Background: an optimization exercise with open tools, aiming at small area and a short achievable clock period. Do not read the settings as production practice. The RTL was checked by simulation tests, not by an equivalence proof against the original design. No activity file was given, so power comes from the tool's default toggle rates.

==> flow/design.v <==
`timescale 1ns / 1ps
module BankRows(
		input [4:0] x,
		output [2:0] row0,
		output [2:0] row1,
		output [2:0] row2,
		output [2:0] row3
	);
	assign row0 = x[4:2] + {2'b00, x[1:0] == 2'd3};
	assign row1 = x[4:2];
	assign row2 = x[4:2] - {2'b00, x[1:0] == 2'd0};
	assign row3 = x[4:2] - {2'b00, ~x[1]};
endmodule
module AddImm(
		input [7:0] a,
		input [1:0] ic,
		output [7:0] y
	);
	reg [7:0] flip;
	integer k;
	always @(*) begin
		for (k = 0; k < 8; k = k + 1) begin
			case (ic)
				2'd0: flip[k] = 1'b0;
				2'd1: flip[k] = &(a | ~((8'd1 << k) - 8'd1));
				2'd2: flip[k] = (k == 0) ? 1'b0 : ~|(a & ((8'd1 << k) - 8'd2));
				default: flip[k] = ~|(a & ((8'd1 << k) - 8'd1));
			endcase
		end
	end
	assign y = a ^ flip;
endmodule
module BankSel(
		input [3:0] xh,
		input [3:0] ich,
		output [3:0] bank
	);
	genvar k;
	generate
		for (k = 0; k < 4; k = k + 1) begin : g_k
			assign bank[k] = (ich[0] & xh[k]) | (ich[1] & xh[(k + 3) % 4]) |
				(ich[2] & xh[(k + 2) % 4]) | (ich[3] & xh[(k + 1) % 4]);
		end
	endgenerate
endmodule
`timescale 1ns / 1ps
`timescale 1ns / 1ps
module Seg2 #(parameter [3:0] TABLE = 4'b0000) (
		input [1:0] x,
		output y
	);
	assign y = TABLE[x];
endmodule
module OpDecoder(
		input [1:0] op,
		output [6:0] seg
	);
	Seg2 #(4'b0101) s0(.x(op), .y(seg[0]));
	Seg2 #(4'b1001) s1(.x(op), .y(seg[1]));
	Seg2 #(4'b1101) s2(.x(op), .y(seg[2]));
	Seg2 #(4'b1110) s3(.x(op), .y(seg[3]));
	Seg2 #(4'b0011) s4(.x(op), .y(seg[4]));
	Seg2 #(4'b0111) s5(.x(op), .y(seg[5]));
	Seg2 #(4'b0101) s6(.x(op), .y(seg[6]));
endmodule
`timescale 1ns / 1ps
module HexDecoder(
		input [3:0] bcd,
		output [6:0] seg
	);
	assign seg = bcd == 4'd0 ? 7'b0111111 :
		bcd == 4'd1 ? 7'b0000110 :
		bcd == 4'd2 ? 7'b1011011 :
		bcd == 4'd3 ? 7'b1001111 :
		bcd == 4'd4 ? 7'b1100110 :
		bcd == 4'd5 ? 7'b1101101 :
		bcd == 4'd6 ? 7'b1111101 :
		bcd == 4'd7 ? 7'b0000111 :
		bcd == 4'd8 ? 7'b1111111 :
		bcd == 4'd9 ? 7'b1101111 :
		bcd == 4'd10 ? 7'b1110111 :
		bcd == 4'd11 ? 7'b1111100 :
		bcd == 4'd12 ? 7'b0111001 :
		bcd == 4'd13 ? 7'b1011110 :
		bcd == 4'd14 ? 7'b1111001 :
		7'b1110001;
endmodule
module HexDecoder2(
		input [1:0] bcd,
		output reg [6:0] seg
	);
	always @(*) begin
		case (bcd)
			2'd0: seg = 7'b0111111;
			2'd1: seg = 7'b0000110;
			2'd2: seg = 7'b1011011;
			default: seg = 7'b1001111;
		endcase
	end
endmodule
`timescale 1ns / 1ps
module Sel4 #(parameter W = 8) (
		input [3:0] sel,
		input [W-1:0] d0,
		input [W-1:0] d1,
		input [W-1:0] d2,
		input [W-1:0] d3,
		output [W-1:0] y
	);
	assign y = ({W{sel[0]}} & d0) | ({W{sel[1]}} & d1) | ({W{sel[2]}} & d2) | ({W{sel[3]}} & d3);
endmodule
module Dec2(
		input [1:0] x,
		output [3:0] y
	);
	assign y = 4'b0001 << x;
endmodule
module NextVal(
		input ld,
		input [7:0] ldata,
		input sel_alt,
		input [7:0] alt,
		input [7:0] hold,
		output [7:0] next
	);
	assign next = ld ? ldata : sel_alt ? alt : hold;
endmodule
`timescale 1ns / 1ps
module RowDec(
		input [2:0] row,
		output [7:0] y
	);
	assign y = 8'b00000001 << row;
endmodule
module BankRead(
		input [7:0] rsel,
		input [63:0] bytes,
		output [7:0] data
	);
	reg [7:0] y;
	integer r;
	always @(*) begin
		y = 8'd0;
		for (r = 0; r < 8; r = r + 1)
			y = y | ({8{rsel[r]}} & bytes[r * 8 +: 8]);
	end
	assign data = y;
endmodule
`timescale 1ns / 1ps
module Microprocessor(
		input clk,
		input reset,
		input [7:0] instruction,
		output reg [7:0] pc,
		output [6:0] display_low,
		output [6:0] display_high,
		output [6:0] display_op,
		output [6:0] display_rs,
		output [6:0] display_rt,
		output [6:0] display_rd,
		output [4:0] display_pc
	);
	wire [1:0] op = instruction[7:6];
	wire [1:0] rs = instruction[5:4];
	wire [1:0] rt = instruction[3:2];
	wire [1:0] rd = instruction[1:0];
	wire [1:0] ic = instruction[1:0];
	wire [7:0] imm = {{7{instruction[1]}}, instruction[0]};
	wire is_add   = op == 2'b00;
	wire is_load  = op == 2'b01;
	wire is_store = op == 2'b10;
	wire is_jump  = op == 2'b11;
	reg [7:0] R [0:3];
	reg [7:0] M [0:31];
	reg [7:0] disp;
	wire [3:0] rs_oh, rt_oh;
	Dec2 dec_rs(.x(rs), .y(rs_oh));
	Dec2 dec_rt(.x(rt), .y(rt_oh));
	wire [7:0] a, b;
	Sel4 #(8) read_a(.sel(rs_oh), .d0(R[0]), .d1(R[1]), .d2(R[2]), .d3(R[3]), .y(a));
	Sel4 #(8) read_b(.sel(rt_oh), .d0(R[0]), .d1(R[1]), .d2(R[2]), .d3(R[3]), .y(b));
	wire [7:0] sum = a + b;
	wire [7:0] ea;
	AddImm add_imm(.a(a), .ic(ic), .y(ea));
	wire [2:0] rows [0:3][0:3];
	genvar g, h;
	generate
		for (g = 0; g < 4; g = g + 1) begin : g_rows
			BankRows bank_rows(.x(R[g][4:0]), .row0(rows[g][0]), .row1(rows[g][1]),
				.row2(rows[g][2]), .row3(rows[g][3]));
		end
	endgenerate
	wire [3:0] ic_oh;
	Dec2 dec_ic(.x(ic), .y(ic_oh));
	wire [3:0] a_oh;
	Dec2 dec_a(.x(a[1:0]), .y(a_oh));
	wire [3:0] bank;
	BankSel bank_sel(.xh(a_oh), .ich(ic_oh), .bank(bank));
	wire [31:0] we;
	wire [7:0] bword [0:3];
	generate
		for (h = 0; h < 4; h = h + 1) begin : g_bank
			wire [2:0] row;
			Sel4 #(3) row_sel(.sel(rs_oh), .d0(rows[0][h]), .d1(rows[1][h]), .d2(rows[2][h]),
				.d3(rows[3][h]), .y(row));
			wire [7:0] row_oh;
			RowDec row_dec(.row(row), .y(row_oh));
			wire [63:0] bytes;
			for (g = 0; g < 8; g = g + 1) begin : g_byte
				assign bytes[g * 8 +: 8] = M[g * 4 + h];
				assign we[g * 4 + h] = is_store & bank[h] & row_oh[g];
			end
			BankRead bank_read(.rsel(row_oh), .bytes(bytes), .data(bword[h]));
		end
	endgenerate
	wire [7:0] mdata;
	Sel4 #(8) data_sel(.sel(bank), .d0(bword[0]), .d1(bword[1]), .d2(bword[2]), .d3(bword[3]),
		.y(mdata));
	wire [7:0] rnext [0:3];
	wire [7:0] dnext;
	generate
		for (g = 0; g < 4; g = g + 1) begin : g_rnext
			NextVal next_r(.ld(is_load & rt_oh[g]), .ldata(mdata),
				.sel_alt(is_add & (rd == g)), .alt(sum), .hold(R[g]), .next(rnext[g]));
		end
	endgenerate
	NextVal next_d(.ld(is_load), .ldata(mdata), .sel_alt(is_store), .alt(ea), .hold(sum), .next(dnext));
	always @(posedge reset or posedge clk) begin
		if (reset) begin
			R[0] <= 8'd0;
			R[1] <= 8'd0;
			R[2] <= 8'd0;
			R[3] <= 8'd0;
		end else begin
			R[0] <= rnext[0];
			R[1] <= rnext[1];
			R[2] <= rnext[2];
			R[3] <= rnext[3];
		end
	end
	integer i;
	always @(posedge reset or posedge clk) begin
		if (reset) begin
			for (i = 0; i < 16; i = i + 1) begin
				M[i] <= i;
				M[i + 16] <= -i;
			end
		end else begin
			for (i = 0; i < 32; i = i + 1)
				if (we[i])
					M[i] <= b;
		end
	end
	always @(posedge reset or posedge clk) begin
		if (reset) begin
			pc <= 8'd0;
			disp <= 8'd0;
		end else begin
			pc <= pc + (is_jump ? imm + 8'd1 : 8'd1);
			disp <= dnext;
		end
	end
	assign display_pc = pc[4:0];
	HexDecoder d_low(.bcd(disp[3:0]), .seg(display_low));
	HexDecoder d_high(.bcd(disp[7:4]), .seg(display_high));
	HexDecoder2 d_rs(.bcd(rs), .seg(display_rs));
	HexDecoder2 d_rt(.bcd(rt), .seg(display_rt));
	HexDecoder2 d_rd(.bcd(rd), .seg(display_rd));
	OpDecoder d_op(.op(op), .seg(display_op));
endmodule
==> flow/flow/run.sh <==
#!/bin/bash
# Standard layout, with two changes:
# - the port buffers are buf_1 cells instead of the cell buffer_ports picks;
# - the delay cells are not used (they only help hold, which has plenty of
#   slack here, and the resizer otherwise picks them as slow buffers).
# The don't-use list is the platform's own list plus the delay cells.
set -euo pipefail
export BUFFER_PORTS_ARGS="-buffer_cell sky130_fd_sc_hd__buf_1"
DONT_USE="sky130_fd_sc_hd__probe_p_8 sky130_fd_sc_hd__probec_p_8 sky130_fd_sc_hd__lpflow_bleeder_1 sky130_fd_sc_hd__lpflow_clkbufkapwr_1 sky130_fd_sc_hd__lpflow_clkbufkapwr_16 sky130_fd_sc_hd__lpflow_clkbufkapwr_2 sky130_fd_sc_hd__lpflow_clkbufkapwr_4 sky130_fd_sc_hd__lpflow_clkbufkapwr_8 sky130_fd_sc_hd__lpflow_clkinvkapwr_1 sky130_fd_sc_hd__lpflow_clkinvkapwr_16 sky130_fd_sc_hd__lpflow_clkinvkapwr_2 sky130_fd_sc_hd__lpflow_clkinvkapwr_4 sky130_fd_sc_hd__lpflow_clkinvkapwr_8 sky130_fd_sc_hd__lpflow_decapkapwr_12 sky130_fd_sc_hd__lpflow_decapkapwr_3 sky130_fd_sc_hd__lpflow_decapkapwr_4 sky130_fd_sc_hd__lpflow_decapkapwr_6 sky130_fd_sc_hd__lpflow_decapkapwr_8 sky130_fd_sc_hd__lpflow_inputiso0n_1 sky130_fd_sc_hd__lpflow_inputiso0p_1 sky130_fd_sc_hd__lpflow_inputiso1n_1 sky130_fd_sc_hd__lpflow_inputiso1p_1 sky130_fd_sc_hd__lpflow_inputisolatch_1 sky130_fd_sc_hd__lpflow_isobufsrc_1 sky130_fd_sc_hd__lpflow_isobufsrc_16 sky130_fd_sc_hd__lpflow_isobufsrc_2 sky130_fd_sc_hd__lpflow_isobufsrc_4 sky130_fd_sc_hd__lpflow_isobufsrc_8 sky130_fd_sc_hd__lpflow_isobufsrckapwr_16 sky130_fd_sc_hd__lpflow_lsbuf_lh_hl_isowell_tap_1 sky130_fd_sc_hd__lpflow_lsbuf_lh_hl_isowell_tap_2 sky130_fd_sc_hd__lpflow_lsbuf_lh_hl_isowell_tap_4 sky130_fd_sc_hd__lpflow_lsbuf_lh_isowell_4 sky130_fd_sc_hd__lpflow_lsbuf_lh_isowell_tap_1 sky130_fd_sc_hd__lpflow_lsbuf_lh_isowell_tap_2 sky130_fd_sc_hd__lpflow_lsbuf_lh_isowell_tap_4 sky130_fd_sc_hd__clkdlybuf4s15_1 sky130_fd_sc_hd__clkdlybuf4s15_2 sky130_fd_sc_hd__clkdlybuf4s18_1 sky130_fd_sc_hd__clkdlybuf4s18_2 sky130_fd_sc_hd__clkdlybuf4s25_1 sky130_fd_sc_hd__clkdlybuf4s25_2 sky130_fd_sc_hd__clkdlybuf4s50_1 sky130_fd_sc_hd__clkdlybuf4s50_2 sky130_fd_sc_hd__dlygate4sd1_1 sky130_fd_sc_hd__dlygate4sd2_1 sky130_fd_sc_hd__dlygate4sd3_1 sky130_fd_sc_hd__dlymetal6s2s_1 sky130_fd_sc_hd__dlymetal6s4s_1 sky130_fd_sc_hd__dlymetal6s6s_1"
bash standard.sh "DONT_USE_CELLS=$DONT_USE" finish > standard_make.log 2>&1
==> flow/standard.sh <==
#!/bin/bash
# synth_recipe.tcl (not shown) runs the flow's synth.tcl, then flattens the netlist and writes it again
# the make line also repeats each setting of config.mk as NAME=value (left out here)
make -C /OpenROAD-flow-scripts/flow DESIGN_CONFIG=/design/flow/config.mk WORK_HOME=/design/flow/orfs CLKGATE_MAP_FILE= SYNTH_SCRIPT=/design/flow/synth_recipe.tcl "${@:-finish}"
==> flow/config.mk <==
export PLATFORM = sky130hd
export DESIGN_NAME = Microprocessor
export DESIGN_NICKNAME = Microprocessor
export VERILOG_FILES = /design/flow/design.v
export SDC_FILE = /design/flow/constraint.sdc
export NUM_CORES = 4
export LEC_CHECK = 0
export CAP_MARGIN = 20
export CORE_MARGIN = 2
export CORE_UTILIZATION = 40
export CTS_CLUSTER_DIAMETER = 60
export CTS_CLUSTER_SIZE = 30
export SETUP_SLACK_MARGIN = 3.0
export SLEW_MARGIN = 20
export SYNTH_HIERARCHICAL = 1
export SYNTH_MINIMUM_KEEP_SIZE = 0
export TNS_END_PERCENT = 0
==> flow/constraint.sdc <==
create_clock -name core_clock -period 5.5 [get_ports {clk}]
set_input_delay 1.1000 -clock core_clock [delete_from_list [all_inputs] [get_ports {clk}]]
set_output_delay 1.1000 -clock core_clock [all_outputs]
set_load 0.01 [all_outputs]
==> out/metrics.cfg <==
[outcome]
outcome=complete, no violations

[worst_setup_path]
cp_cell_sequence=buf_12 > nor2b_4 > buf_1 > buf_2 > a22oi_1 > nand2_2 > ha_4 > a21o_1 > a21oi_2 > buf_1 > xnor2_1 > mux2i_1 > o21ai_1
cp_slowest_cell=xnor2_1
cp.buffers_inverters=4
cp-start-kind=input port
critPathTopFamily=compound AO/OA/AOI/OAI gates
slowest_delay_ns=0.55
cp.required_ns=6.00
critical_path_class=in -> reg
cp.arrival_ns=3.53
cp_max_fo=8
worst_setup_path_end_kind=register
critPathMostFrequentCell=buf_1

[synth]
ys_warn_count=14
synth.cell_area_sq_um=16860
synth.distinct_cells=57
syn_inst=1434
syn-num-nets=1484
synthArstFlopShare_pct=100.0
synth_ff_type=dfrtp_1
ys_seq_area_share_pct=46.04
avgSynthCellArea_sq_um=11.76
synth-edff-count=0
ys_ff_latch=304

[worst_hold_path]
hold_class=reg -> reg

[floorplanning]
die_w_um=209.3
placementRows=75
start_util_pct=40.38
ios=65
coreArea_sq_um=41760
die_area_sq_um=43810
die_h_um=209.3

[clock_tree]
ctsHtreeMaxLevel=1
cts_sinks=304
numCtsBuffers=29
cts_root_buf=clkbuf_16
clk_pin_slew_worst_paths_ns=0.08
cts_tree=done
clock_latency_ns=0.58
clockBufferDepth=3

[cells_and_area]
final_common_cell=mux2_2
nets=1583
layout_common_cells=mux2_2, dfrtp_1, a22oi_1
drive_gt1_share_pct=47.30
antenna_cells=0
area_growth_pct=14.68

[drt]
first_pass_iters=6
wl_um=42810
first_iter_violations=1029
drc=0
viasPerCell=5.676
routedWlPerCell_um=20.43
dr_total_vias=11892
ant_nets=0

[pwr]
total_power_w=0.004833
p_leak_nw=8.466
ir_drop_v=0.0002300
powerDensity_nw_per_um2=250.0

[sta]
finalSetupViolCount=0
max_freq_mhz=329.6
finalSetupTns_ns=0
fin_crit_sh_pct=55.17
rsz0062_at_grt=yes
tightest_slew_ns=1.071
hold_viol=0
relSlewSlack_pct=28.57
finClkSkew_ns=0.01636
drv_slew=0
min_period_ns=3.034

[global_route]
grt_pass1_wl_um=68580
overflow=0
grt_pass1_vias=12061
grt_usage_pct=19.62
grt_max_degree=180
antenna_found_initial=0

[job]
cap_violations=0

[placed_design]
hpwl_um=28400
io_buffers=61
gp_congestion=0.9086

==> power by group <==
part | total (W) | internal [W] | leakage (nW) | switching (W)
Combinational | 0.000414 | 0.000145 | 4.24 | 0.000269
Sequential | 0.00233 | 0.00227 | 3.74 | 0.0000542
Clock | 0.00209 | 0.00107 | 0.485 | 0.00103
Total | 0.00483 | 0.00348 | 8.47 | 0.00135
==> per-module statistics from Yosys, one instance, submodules excluded, excerpt <==
module,cells inside,flops+latches,copies in the design,cell area (sq um)
Microprocessor,710,304,1,11670
BankRead,48,0,4,385.4
AddImm,35,0,1,251.5
HexDecoder,36,0,2,224.0
NextVal,26,0,5,172.7
BankRows,21,0,4,160.2
BankSel,12,0,1,75.07
RowDec,8,0,4,65.06
HexDecoder2,8,0,3,42.54
Dec2,4,0,4,26.28
==> routing by layer <==
layer | part of all wire, % | track usage, %
met4 | 3.9 | 7.980
met1 | 46 | 27.61
met2 | 46 | 31.08
met3 | 4.5 | 2.065
met5 | 0 | 0
==> metrics by stage <==
step / utilization (%) / hold WS [ns] / setup slack, ns / instance area, sq um / std cells
after global placement: 40.63 / 0.4610 / 0.9954 / 16970 / 1949
after floorplan: - / 0.4798 / 0.4582 / 16860 / 1434
after CTS: 45.87 / 0.4769 / 2.580 / 19150 / 2080
after global routing: 46.30 / 0.4978 / 2.405 / 19340 / 2095
final: 46.30 / 0.4753 / 2.466 / 19340 / 2095
after detailed placement: 40.63 / 0.4598 / 0.9080 / 16970 / 1949
==> worst reg2reg max path: stages (launching register included) <==
cell and delay [ns]:
dfrtp_2 0.44, and2_4 0.17, ha_4 0.15, ha_4 0.15, xor2_1 0.16, a22oi_1 0.23, nand2_2 0.16, and3b_2 0.29
buf_1 0.13, a22oi_1 0.21, nand4_1 0.18, a22oi_2 0.24, nand2_4 0.13, nand2_1 0.10, o21ai_1 0.08
==> registers in the layout, summed over array words and instances, names as in the netlist <==
signal and flops:
M 256, R 32, disp 8, pc 8
==> layout make-up <==
cell class / instances / area, sq um
fillers: 3752 / 22420
multi-input cells: 971 / 8802
flip-flops and latches: 304 / 7787
repair buffers: 181 / 892.1
clock buffers: 32 / 757.0
well taps: 539 / 674.4
clock inverters: 22 / 246.5
inverters: 46 / 176.4
==> logic make-up (layout without fill, tap and decap cells) <==
family,Yosys count,count (layout),share of synthesized area (%)
adder cells (fa/ha/maj),40,40,3.057
other,3,3,0.06678
flip-flops,304,304,46.04
AND/OR/NAND/NOR,296,301,9.929
buffers and inverters,164,281,6.716
AO/OA/AOI/OAI,289,289,12.51
multiplexers,300,300,19.71
XOR/XNOR,38,38,1.974
==> cells in the mapped netlist (2+ instances only) <==
cell type,n,area [sq um]
a211oi_2,2,25.02
a21o_1,3,22.52
a21oi_1,18,90.09
a22oi_1,190,1426
a22oi_2,18,225.2
a31oi_1,2,12.51
and2_1,17,106.4
and2_2,4,30.03
and2b_2,6,52.55
and3_2,5,37.54
and3b_2,12,120.1
buf_2,8,40.04
buf_4,29,217.7
buf_6,52,585.6
clkbuf_1,27,101.4
clkbuf_4,2,15.01
conb_1,3,11.26
dfrtp_1,180,4504
dfstp_2,124,3258
fa_1,2,40.04
ha_1,38,475.5
inv_1,46,172.7
mux2_2,256,2883
mux2i_1,44,440.4
nand2_1,97,364.1
nand2_2,32,200.2
nand2b_1,14,87.58
nand2b_2,2,17.52
nand2b_4,2,27.53
nand3_1,7,35.03
nand4_1,33,206.5
nor2_1,20,75.07
nor2b_1,4,25.02
nor3_1,14,70.07
nor3b_1,13,97.59
o21ai_0,2,10.01
o21ai_1,42,210.2
o22ai_1,6,37.54
or3_1,3,18.77
or4_4,2,22.52
xnor2_1,14,122.6
xor2_1,24,210.2
==> path summary, 6_finish.rpt <==
check	start	endpoint	slack, ns	cells past startpoint
min reg2reg	pc[7]$_DFF_PP0_	pc[7]$_DFF_PP0_	0.48	1
max reg2reg	R[0][0]$_DFF_PP0_	R[3][1]$_DFF_PP0_	2.52	14
max	instruction[5]	R[0][4]$_DFF_PP0_	2.47	13
max in group asynchronous	reset	R[2][0]$_DFF_PP0_	3.66	3
min	pc[7]$_DFF_PP0_	pc[7]$_DFF_PP0_	0.48	1
min in group asynchronous	reset	M[4][0]$_DFFE_PP0P_	0.49	2
==> repair_timing <==
item	in CTS	in global routing
pin swaps	82	30
setup endpoints to repair	341	338
gates resized for setup	240	27
hold buffers	0	0
gates cloned	4	1
setup buffers	73	14
endpoints found under the hold margin	0	0

-- afterwards: timing with drivers on the ports --
The flow's constraints put no driver on any port. The routed layout listed below was extracted and timed again, unchanged, in two steps.
Step 1 (the two cells are an assumption about what drives the block):
set clk [get_ports {clk}]
set_driving_cell -lib_cell sky130_fd_sc_hd__clkbuf_16 $clk
set_driving_cell -lib_cell sky130_fd_sc_hd__buf_2 [delete_from_list [all_inputs] $clk]
Step 2 times the ports against the registers' clock, not the clock port: input delays grow and output delays shrink by t, the midpoint of the rising clock arrivals with the driver on.
Three values: ideal, step 1, step 2; two values: the first two.
shift t [ns]: 0.623
setup WS [ns]: 2.466 / 2.461 / 1.839
hold WS [ns]: 0.475 / 0.461 / 0.475
worst slew at a driven data input, ns: 0.07
After both steps this run still meets setup and hold. For this run, drivers alone change the setup slack by -0.005 ns; drivers and shift together by -0.627 ns.
